What follows belongs to an exercise in optimizing a design on an open flow for small area; a production flow would make more cautious choices.
In this exercise RTL edits were held to simulation tests only and were not proved equivalent to the original.
Power is estimated from default activity; no workload was simulated.

[design/flow/constraint.sdc]
create_clock -name core_clock -period 10.0 [get_ports {clk}]
set_input_delay 2.0000 -clock core_clock [delete_from_list [all_inputs] [get_ports {clk}]]
set_output_delay 2.0000 -clock core_clock [all_outputs]
set_load 0.01 [all_outputs]
[design/flow/run.sh]
#!/bin/bash
# synth_recipe.tcl (not shown) runs the flow's synth.tcl, then flattens the netlist and writes it again
# the make line also repeats each setting of config.mk as NAME=value (left out here)
make -C /OpenROAD-flow-scripts/flow DESIGN_CONFIG=/design/flow/config.mk WORK_HOME=/design/flow/orfs CLKGATE_MAP_FILE= SYNTH_SCRIPT=/design/flow/synth_recipe.tcl finish
[design/flow/design.v]
module byte_swap #
(
    parameter DW = 32    
)
(
    input  [DW-1:0] I,
    output [DW-1:0] O
);  
localparam BC = DW / 8;
genvar i;
for (i=0; i<BC; i=i+1) begin
    assign O[i*8 +:8] = I[(BC-1-i)*8 +:8];
end 
endmodule
module data_checker # (FREQ_HZ = 1000)
(
    input   clk, resetn,
    input   channel,
    input[31:0]     axis_pattern_tdata,
    input           axis_pattern_tvalid,
    output          axis_pattern_tready,
    input[511:0]    axis_eth_tdata,
    input           axis_eth_tvalid,
    input           axis_eth_tlast,
    input           axis_eth_tuser,
    output          axis_eth_tready,
    input[15:0]     PACKET_SIZE,
    input[31:0]     FRAME_SIZE,
    input[63:0]     RFD_ADDR, RFD_SIZE,
    input[63:0]     RMD_ADDR, RMD_SIZE,
    input[63:0]     RFC_ADDR,
    input[31:0]     PACKETS_PER_GROUP,
    output eth_active,
    output reg[63:0] total_packets_rcvd,
    output reg[63:0] malformed_packets,
    output reg[31:0] expected_fc,
    output reg[31:0] expected_frame_pattern,
    output reg[63:0] expected_rdmx_addr, 
    output reg[15:0] expected_rdmx_seq,
    output reg[17:0] error,
    output reg[511:0] error_data,
    output all_good
);
localparam DATA_TIMEOUT = FREQ_HZ * 2;
localparam PACKET_OVERHEAD   = 50;
wire[31:0] FD_IP_PACKET_SIZE = PACKET_SIZE + PACKET_OVERHEAD;
localparam MD_IP_PACKET_SIZE = 128         + PACKET_OVERHEAD;
localparam FC_IP_PACKET_SIZE = 4           + PACKET_OVERHEAD;
localparam RDMX_MAGIC = 16'h0122;
wire[511:0] be_tdata;
byte_swap#(.DW(512)) i_byte_swap (.I(axis_eth_tdata), .O(be_tdata));
wire[47:0]  w_eth_dst_mac    = be_tdata[511:464];
wire[47:0]  w_eth_src_mac    = be_tdata[463:416];
wire[15:0]  w_eth_frame_type = be_tdata[415:400];
wire[15:0]  w_ip4_ver_dsf    = be_tdata[399:384];
wire[15:0]  w_ip4_length     = be_tdata[383:368];
wire[15:0]  w_ip4_id         = be_tdata[367:352];
wire[15:0]  w_ip4_flags      = be_tdata[351:336];
wire[15:0]  w_ip4_ttl_prot   = be_tdata[335:320];
wire[15:0]  w_ip4_checksum   = be_tdata[319:304];
wire[31:0]  w_ip4_src_ip     = be_tdata[303:272];
wire[31:0]  w_ip4_dst_ip     = be_tdata[271:240];
wire[15:0]  w_udp_src_port   = be_tdata[239:224];
wire[15:0]  w_udp_dst_port   = be_tdata[223:208];
wire[15:0]  w_udp_length     = be_tdata[207:192];
wire[15:0]  w_udp_checksum   = be_tdata[191:176];
wire[15:0]  w_rdmx_magic     = be_tdata[175:160];
wire[63:0]  w_rdmx_address   = be_tdata[159:096];
wire[15:0]  w_rdmx_seq_num   = be_tdata[095:080];
assign all_good = (error == 0);
reg[2:0]   fsm_state;
localparam FSM_GET_PATTERN      = 0;
localparam FSM_GET_FDATA_HEADER = 1;
localparam FSM_GET_FDATA_PACKET = 2;
localparam FSM_GET_MDATA_HEADER = 3;
localparam FSM_GET_MDATA_PACKET = 4;
localparam FSM_GET_FC_HEADER    = 5;
localparam FSM_GET_FC_PACKET    = 6;
localparam[511:0] FRAME_HEADER_MASK = {8{64'hFFFF_FFFF_FFFF_FF00}};
localparam[255:0] FFMASK_1 = {4{64'h00FF_FFFF_FFFF_FFFF}};
localparam[255:0] FFMASK_0 = {32{8'hFF}};
localparam[511:0] FRAME_FOOTER_MASK = {FFMASK_1, FFMASK_0};
assign axis_pattern_tready = (resetn == 1) & (error || (fsm_state == FSM_GET_PATTERN));
assign axis_eth_tready     = (resetn == 1) & (error || (fsm_state != FSM_GET_PATTERN));
wire axis_pattern_handshake = axis_pattern_tvalid & axis_pattern_tready;
wire axis_eth_handshake     = axis_eth_tvalid     & axis_eth_tready;
reg [511:0] expected_frame_data, expected_frame_header, expected_frame_footer;
reg        inc_fd_offs;
reg [63:0] expected_fd_offs;
wire[63:0] next_fd_offs = expected_fd_offs + PACKET_SIZE;
wire[63:0] expected_fd_addr = RFD_ADDR + expected_fd_offs;
always @(posedge clk) begin
    if (resetn == 0)
        expected_fd_offs <= 0;
    else if (inc_fd_offs) begin
        if (next_fd_offs < RFD_SIZE)
            expected_fd_offs <= next_fd_offs;
        else
            expected_fd_offs <= 0;
    end
end
reg        inc_md_offs;
reg [63:0] expected_md_offs;
wire[63:0] next_md_offs = expected_md_offs + 128;
wire[63:0] expected_md_addr = RMD_ADDR + expected_md_offs;
always @(posedge clk) begin
    if (resetn == 0)
        expected_md_offs <= 0;
    else if (inc_md_offs) begin
        if (next_md_offs < RMD_SIZE)
            expected_md_offs <= next_md_offs;
        else
            expected_md_offs <= 0;
    end
end
reg[31:0] eth_active_timer;
assign eth_active = (eth_active_timer != 0);
always @(posedge clk) begin
    if (eth_active_timer)
        eth_active_timer <= eth_active_timer - 1;
    if (resetn == 0) 
        eth_active_timer <= 0;
    else if (axis_eth_tvalid)
        eth_active_timer <= FREQ_HZ * 2;
end
reg [31:0] packets_per_frame;
wire[31:0] packets_per_hframe = packets_per_frame / 2;
always @* begin
    case (PACKET_SIZE)
          64:   packets_per_frame = FRAME_SIZE /   64;
         128:   packets_per_frame = FRAME_SIZE /  128;
         256:   packets_per_frame = FRAME_SIZE /  256;
         512:   packets_per_frame = FRAME_SIZE /  512;
        1024:   packets_per_frame = FRAME_SIZE / 1024;
        2048:   packets_per_frame = FRAME_SIZE / 2048;
        4096:   packets_per_frame = FRAME_SIZE / 4096;
        8192:   packets_per_frame = FRAME_SIZE / 8192;
     default:   packets_per_frame = 1;
    endcase
end
wire[7:0] cycles_per_fdata_packet = PACKET_SIZE / 64;
reg[7:0] cycles_in_packet;
reg[31:0] hframe_cycle;
wire[31:0] cycles_per_hframe = (FRAME_SIZE / 64) / 2;
wire[31:0] first_footer_hframe_cycle = cycles_per_hframe - 256;
reg[31:0] fd_packet_count;
reg        reg_valid;
reg        reg_tlast;
reg[511:0] reg_tdata, reg_be_tdata, reg_frame_header, reg_frame_footer;
reg[ 15:0] reg_rdmx_magic;
reg[ 63:0] reg_rdmx_address;
reg[ 15:0] reg_rdmx_seq_num;
reg[ 15:0] reg_ip4_length;
reg[ 31:0] reg_frame_counter;
reg        reg_well_formed;
always @(posedge clk) begin
    reg_valid <= 0;
    reg_tlast <= 0;
    if (axis_eth_handshake) begin
        reg_well_formed   <= (axis_eth_tuser == 0);
        reg_tdata         <= axis_eth_tdata;
        reg_frame_header  <= axis_eth_tdata & FRAME_HEADER_MASK;
        reg_frame_footer  <= axis_eth_tdata & FRAME_FOOTER_MASK;
        reg_be_tdata      <= be_tdata;
        reg_tlast         <= axis_eth_tlast;
        reg_frame_counter <= axis_eth_tdata[31:0];
        reg_rdmx_magic    <= w_rdmx_magic;
        reg_rdmx_address  <= w_rdmx_address;
        reg_rdmx_seq_num  <= w_rdmx_seq_num;
        reg_ip4_length    <= w_ip4_length;
        reg_valid         <= 1;
    end
end
localparam BAD_FD_MAGIC =  0;
localparam BAD_FD_SEQ   =  1;
localparam BAD_FD_PSIZE =  2;
localparam BAD_FD_TADDR =  3;
localparam BAD_FD       =  4;
localparam BAD_FD_PLEN  =  5;
localparam BAD_MD_MAGIC =  6;
localparam BAD_MD_SEQ   =  7;
localparam BAD_MD_PSIZE =  8;
localparam BAD_MD_TADDR =  9;
localparam BAD_MD       = 10;
localparam BAD_MD_PLEN  = 11;
localparam BAD_FC_MAGIC = 12;
localparam BAD_FC_SEQ   = 13;
localparam BAD_FC_PSIZE = 14;
localparam BAD_FC_TADDR = 15;
localparam BAD_FC       = 16;
localparam BAD_FC_PLEN  = 17;
always @(posedge clk) begin
    inc_fd_offs <= 0;
    inc_md_offs <= 0;
    if (reg_valid & reg_tlast & !reg_well_formed)
        malformed_packets <= malformed_packets + 1;
    if (resetn == 0) begin
        fsm_state          <= FSM_GET_PATTERN;
        expected_fc        <= 0;
        error              <= 0;
        total_packets_rcvd <= 0;
        malformed_packets  <= 0;
        expected_rdmx_addr <= 0;
        expected_rdmx_seq  <= 1;
    end
    else if (error == 0) begin
        if (reg_valid)
            cycles_in_packet <= cycles_in_packet + 1;
        if (reg_valid & reg_tlast) begin
            total_packets_rcvd <= total_packets_rcvd + 1;
            expected_rdmx_seq  <= expected_rdmx_seq  + 1;
        end
        case(fsm_state)
        FSM_GET_PATTERN:
            if (axis_pattern_handshake) begin
                expected_frame_pattern <= axis_pattern_tdata;
                expected_frame_data    <= {16{axis_pattern_tdata}};
                expected_frame_header  <= {16{axis_pattern_tdata}} & FRAME_HEADER_MASK;
                expected_frame_footer  <= {16{axis_pattern_tdata}} & FRAME_FOOTER_MASK;                
                expected_fc            <= expected_fc + 1;
                fd_packet_count        <= 0;
                hframe_cycle           <= 0;
                fsm_state              <= FSM_GET_FDATA_HEADER;
            end
        FSM_GET_FDATA_HEADER:
            if (reg_valid) begin
                if (reg_well_formed) begin
                    if (reg_rdmx_magic != RDMX_MAGIC) begin
                        error[BAD_FD_MAGIC] <= 1; 
                        error_data          <= reg_be_tdata;                   
                    end
                    if (reg_rdmx_seq_num != expected_rdmx_seq) begin
                        error[BAD_FD_SEQ] <= 1;
                        error_data        <= reg_be_tdata;                   
                    end
                    if (reg_ip4_length != FD_IP_PACKET_SIZE) begin
                        error[BAD_FD_PSIZE] <= 1;
                        error_data          <= reg_be_tdata;
                    end
                    if (reg_rdmx_address != expected_fd_addr) begin
                        error[BAD_FD_TADDR] <= 1;
                        error_data          <= reg_be_tdata;
                        expected_rdmx_addr  <= expected_fd_addr;
                    end
                end
                inc_fd_offs      <= 1;
                fd_packet_count  <= fd_packet_count + 1;
                cycles_in_packet <= 1;
                fsm_state        <= FSM_GET_FDATA_PACKET;
            end
        FSM_GET_FDATA_PACKET:
            if (reg_valid) begin
                if (reg_well_formed) begin
                    if (channel == 0 && hframe_cycle < 256 && hframe_cycle[1:0] == 0) begin
                        if (reg_frame_header != expected_frame_header) begin
                            error_data    <= reg_tdata;
                            error[BAD_FD] <= 1;
                        end
                    end
                    else if (channel == 0 && hframe_cycle < 256 && hframe_cycle[1:0] == 1) begin
                        if (reg_frame_header != expected_frame_header) begin
                            error_data    <= reg_tdata;
                            error[BAD_FD] <= 1;
                        end
                    end
                    else if (channel == 1 && hframe_cycle >= first_footer_hframe_cycle && hframe_cycle[1:0] == 3) begin
                        if (reg_frame_footer != expected_frame_footer) begin
                            error_data    <= reg_tdata;
                            error[BAD_FD] <= 1;
                        end
                    end
                    else begin
                        if (reg_tdata != expected_frame_data) begin
                            error_data    <= reg_tdata;
                            error[BAD_FD] <= 1;
                        end
                    end
                    if (reg_tlast & (cycles_in_packet != cycles_per_fdata_packet)) begin
                        error_data         <= cycles_in_packet;                        
                        error[BAD_FD_PLEN] <= 1;
                    end
                end
                hframe_cycle <= hframe_cycle + 1;
                if (reg_tlast) begin
                    if (fd_packet_count == packets_per_hframe)
                        fsm_state <= FSM_GET_MDATA_HEADER;
                    else
                        fsm_state <= FSM_GET_FDATA_HEADER;
                end
            end
        FSM_GET_MDATA_HEADER:
            if (reg_valid) begin
                if (reg_well_formed) begin
                    if (reg_rdmx_magic != RDMX_MAGIC) begin
                        error[BAD_MD_MAGIC] <= 1;                    
                        error_data          <= reg_be_tdata;
                    end
                    if (reg_rdmx_seq_num != expected_rdmx_seq) begin
                        error[BAD_MD_SEQ]   <= 1;
                        error_data          <= reg_be_tdata;                   
                    end
                    if (reg_ip4_length != MD_IP_PACKET_SIZE) begin
                        error[BAD_MD_PSIZE] <= 1;
                        error_data          <= reg_be_tdata;                    
                    end
                    if (reg_rdmx_address != expected_md_addr) begin
                        error[BAD_MD_TADDR] <= 1;
                        expected_rdmx_addr  <= expected_md_addr;                    
                        error_data          <= reg_be_tdata;
                    end
                end
                inc_md_offs      <= 1;
                cycles_in_packet <= 1;
                fsm_state        <= FSM_GET_MDATA_PACKET;
            end
        FSM_GET_MDATA_PACKET:
            if (reg_valid) begin
                if (reg_well_formed) begin
                    if (reg_tlast & (cycles_in_packet != 2)) begin
                        error[BAD_MD_PLEN] <= 1;
                        error_data         <= cycles_in_packet;
                    end
                end
                if (reg_tlast) fsm_state <= FSM_GET_FC_HEADER;
            end
        FSM_GET_FC_HEADER:
            if (reg_valid) begin
                if (reg_well_formed) begin
                    if (reg_rdmx_magic != RDMX_MAGIC) begin
                        error[BAD_FC_MAGIC] <= 1; 
                        error_data          <= reg_be_tdata;
                    end
                    if (reg_rdmx_seq_num != expected_rdmx_seq) begin
                        error[BAD_FC_SEQ]   <= 1;
                        error_data          <= reg_be_tdata;                   
                    end
                    if (reg_ip4_length != FC_IP_PACKET_SIZE) begin
                        error[BAD_FC_PSIZE] <= 1;
                        error_data          <= reg_be_tdata;                    
                    end
                    if (reg_rdmx_address != RFC_ADDR) begin
                        error[BAD_FC_TADDR] <= 1;
                        expected_rdmx_addr  <= RFC_ADDR;
                        error_data          <= reg_be_tdata;
                    end
                end
                cycles_in_packet <= 1;
                fsm_state        <= FSM_GET_FC_PACKET;
            end
        FSM_GET_FC_PACKET:
            if (reg_valid) begin
                if (reg_well_formed) begin
                    if (reg_frame_counter != expected_fc) begin
                        error[BAD_FC] <= 1;
                        error_data    <= reg_be_tdata;
                    end
                    if (reg_tlast & (cycles_in_packet != 1)) begin
                        error[BAD_FC_PLEN] <= 1;
                        error_data         <= cycles_in_packet;                          
                    end
                end
                if (reg_tlast) fsm_state <= FSM_GET_PATTERN;
            end
        endcase
    end
end
endmodule
[design/flow/config.mk]
export PLATFORM = sky130hd
export DESIGN_NAME = data_checker
export DESIGN_NICKNAME = data_checker
export VERILOG_FILES = /design/flow/design.v
export SDC_FILE = /design/flow/constraint.sdc
export NUM_CORES = 4
export LEC_CHECK = 0
export CAP_MARGIN = 20
export CORE_AREA = 5 5 645 645
export DIE_AREA = 0 0 650 650
export SLEW_MARGIN = 20
==> impl_metrics.tcl <==
set metrics [dict create \
    whs_path_depth 2 \
    syn-num-nets 9916 \
    avgSynthCellArea_um2 10.4 \
    grt_antenna_before_repair 205 \
    busiest_layer "met2" \
    die_y_um 650 \
    synth_flop_cell "edfxtp_1" \
    die_area_um2 423000 \
    finClkSkew_ns 0.0708 \
    clock_path_buffers 4 \
    yosys_warnings 1 \
    use_met2 0.478 \
    syn_to_final_growth_pct 34.7 \
    start_util 0.220 \
    cts.sinks 1546 \
    io_buffers 1716 \
    grt_overflow 0 \
    grt_max_degree 190 \
    drt_iter0_markers 10200 \
    synth.largest_area_cell "edfxtp_1" \
    postCtsSetupRepairBufs 0 \
    syn_inst 8660 \
    ff2ff_path_depth 18 \
    whs_ns 0.458 \
    postLayoutCoreUtil 0.296 \
    rows 235 \
    dpl.hpwl_mm 527 \
    cts-htree-levels 4 \
    path_max_fanout 48 \
    via_per_inst 5.30 \
    drive_above_1_share 0.0728 \
    cap_violations 0 \
    multi_input_area_um2 44500 \
    crit_path_start_kind "input port" \
    rr_startpoint "expected_md_offs[54]" \
    post-route-drc-count 0 \
    layout_common_cells "clkdlybuf4s50_1 (1715), edfxtp_1 (1129), nor2_1 (622)" \
    layout.nets 11600 \
    netlist_area_um2 90000 \
    io_pins 1757 \
    critPathArrivalTime_ns 9.40 \
    die_x_um 650 \
    critPathCaptureType "flip-flop" \
    cp_common_cell "a21o_1" \
    postRouteAntennaNets 0 \
    crit_slowest_cell "clkdlybuf4s50_1" \
    ys_seq_area_frac 0.470 \
    worstMarginPinSlew_ns 1.30 \
    core_um2 409000 \
    synthTopCellsByArea "edfxtp_1 (38%), dfxtp_1 (9.3%), a221o_1 (5.7%)" \
    hold_class "flip-flop to flip-flop" \
    drtPass1Iterations 8 \
    period_minus_slack_ns 8.60 \
    crit_type "input port to flip-flop" \
    grt_pass1_wl_mm 813 \
    setup_viol 0 \
    first_global_vias 77900 \
    grt_usage 0.290 \
    slew-limit-headroom 0.131 \
    routed_wl_mm 646 \
    cts-root-buf "clkbuf_16" \
    yosysTopAreaCellShare 0.377 \
    fillers 42400 \
    post-route-period-util 0.860 \
    rrSetupSlack_ns 2.69 \
    ys_types 114 \
    max_stage_delay_ns 0.66 \
    cp_top_family "compound AO/OA/AOI/OAI gates" \
    ys_seq_elements 1546 \
    postLayoutCellArea_um2 121000 \
    powerDensity_nw_per_um2 143 \
    met3_usage 0.0788 \
    slew_viol_final 0 \
    path_buf_inv 7 \
    num_vias 85200 \
    async_flop_share 0 \
    cts_resized 0 \
    numCtsBuffers 191 \
    placed_cell_area_um2 115000 \
    vdd_drop_max_v 0.000142 \
    min_to "eth_active_timer[23]" \
    holdBufCountCts 0 \
    worst_ep_required_time_ns 10.80 \
    layout_commonest_cell "clkdlybuf4s50_1" \
    leakage_nw 43.1 \
    clock.fmax_ghz 0.116 \
    synth_edf_count 1129 \
    run_status "complete, no violations" \
    rr_endpoint "error_data[192]" \
    hold_violations 0 \
    met1_usage 0.307 \
    place_congestion 0.981 \
    worstHoldStart "eth_active_timer[23]" \
    cts_tree "built" \
    clk_pin_slew_ns 0.06 \
    regArea_um2 42300 \
    rsz0062_at_grt "no" \
    wire_per_inst_um 40.2 \
    clock_latency_ns 0.92 \
]
-- metal layers --
layer,wire length [um],part of all wire,vias up
met2,301000,0.47,5276
li1,-,-,36200
met1,221000,0.34,42200
met5,378,0.00059,-
met4,67200,0.10,58
met3,56100,0.087,1370
-- how the worst max path moves through the flow --
| stage | from | depth (start not counted) | endpoint | slack, ns |
|---|---|---|---|---|
| final | PACKET_SIZE[1] | 35 | expected_fd_offs[60] | 1.40 |
| after CTS | PACKET_SIZE[1] | 35 | expected_fd_offs[60] | 1.55 |
| after global placement | PACKET_SIZE[1] | 35 | expected_fd_offs[33] | 0.70 |
| after global routing | PACKET_SIZE[1] | 32 | expected_fd_offs[42] | 0.99 |
| after detailed placement | PACKET_SIZE[1] | 35 | expected_fd_offs[60] | 0.62 |
| after floorplan | FRAME_SIZE[20] | 15 | error_data[0] | -12.12 |
-- tightest hold or removal path, cell delays in order (launching register included) --
cell and delay, ns:
dfxtp_1 0.30, o41ai_1 0.05, a21oi_1 0.06
-- logic make-up (layout without fill, tap and decap cells) --
kind of cell	Yosys count	in the layout	synth area share
AOI/OAI and AO/OA	1906	1906	0.162
adders and majority gates	305	305	0.0426
muxes	120	120	0.0134
DFF	1546	1546	0.470
xor gates and xnor gates	931	931	0.0937
buffers and inverters	792	2638	0.0394
and+or+nand+nor	3059	3059	0.179
other	1	123	0.0000417
-- flip-flops by register name, summed over array words and instances (netlist names), 3 cells and up --
signal / flops
error_data: 512
reg_be_tdata: 433
expected_fd_offs: 64
expected_rdmx_addr: 64
malformed_packets: 64
total_packets_rcvd: 64
reg_rdmx_address: 63
expected_md_offs: 57
eth_active_timer: 32
expected_fc: 32
expected_frame_data: 32
fd_packet_count: 32
hframe_cycle: 32
error: 17
expected_rdmx_seq: 16
reg_rdmx_magic: 15
cycles_in_packet: 8
fsm_state: 3
-- power breakdown --
part	switching, mW	internal [mW]
clock	3.19	3.99
sequential	0.362	7.16
combinational	1.54	1.06
-- layout make-up --
type / instances / share of cell area
Antenna cell: 122 / 0.00252
Clock buffer: 237 / 0.0423
Clock inverter: 110 / 0.00907
Inverter: 238 / 0.00744
Multi-Input combinational cell: 6322 / 0.367
Sequential cell: 1546 / 0.349
Tap cell: 5451 / 0.0563
Timing Repair Buffer: 2053 / 0.166
-- cells in the mapped netlist (23+ instances only) --
master     number
nor3_1        187
edfxtp_1     1129
nand2_1       481
a2111oi_0      23
o21ai_0       262
ha_1          303
o22ai_1        79
a21o_1        132
xor2_1        479
nor2_1        627
and4_1         35
or3_1          79
nor4_1        131
a21oi_1       309
mux2i_1       117
inv_1         236
a22o_1         46
buf_4          29
buf_6          47
xnor2_1       432
dfxtp_1       417
clkbuf_1      388
o211ai_1       25
and3_1        205
o21a_1         34
a31oi_1        68
o31ai_1        36
a211oi_1       40
a221o_1       508
nand3_1       279
buf_1          37
buf_2          50
nor2b_1        74
nand2b_1       48
a221oi_1       28
a22oi_1        74
nand4_1       213
or4_1          49
and2_1        554
-- through the flow --
stage	setup TNS (ns)	std cells	worst slack (ns)	power, mW
5_1_grt	0	16000	0.986	17.7
4_1_cts	0	16000	1.55	17.4
3_3_place_gp	0	15600	0.703	10.2
2_1_floorplan	-6207.85	8660	-12.12	8.67
6_report	0	16100	1.40	17.3
3_5_place_dp	0	15600	0.619	10.2

==> static timing again, ports no longer ideal <==
How much do the figures lean on ideal ports? The routed layout below was timed once more, with nothing changed but the port constraints. Step 1 sets driving cells, clkbuf_16 on the clock port and buf_2 on the other inputs (assumed; they add their load-dependent delay and slew). Step 2 times the ports against the registers' clock, not the clock port: input delays grow and output delays shrink by t, the midpoint of the rising clock arrivals with the driver on. Three values: no drivers, after step 1, after step 2; two values: the first two.
t (ns): 0.996
setup WS [ns]: 1.396 / 1.368 / 0.371
hold slack, ns: 0.458 / 0.458 / 0.458
worst register clock-pin slew, ns: 0.07 / 0.07
cell pins on the clock port's net: 1
After both steps this run still meets setup and hold. For this run, drivers alone change the setup slack by -0.028 ns; drivers and shift together by -1.025 ns.
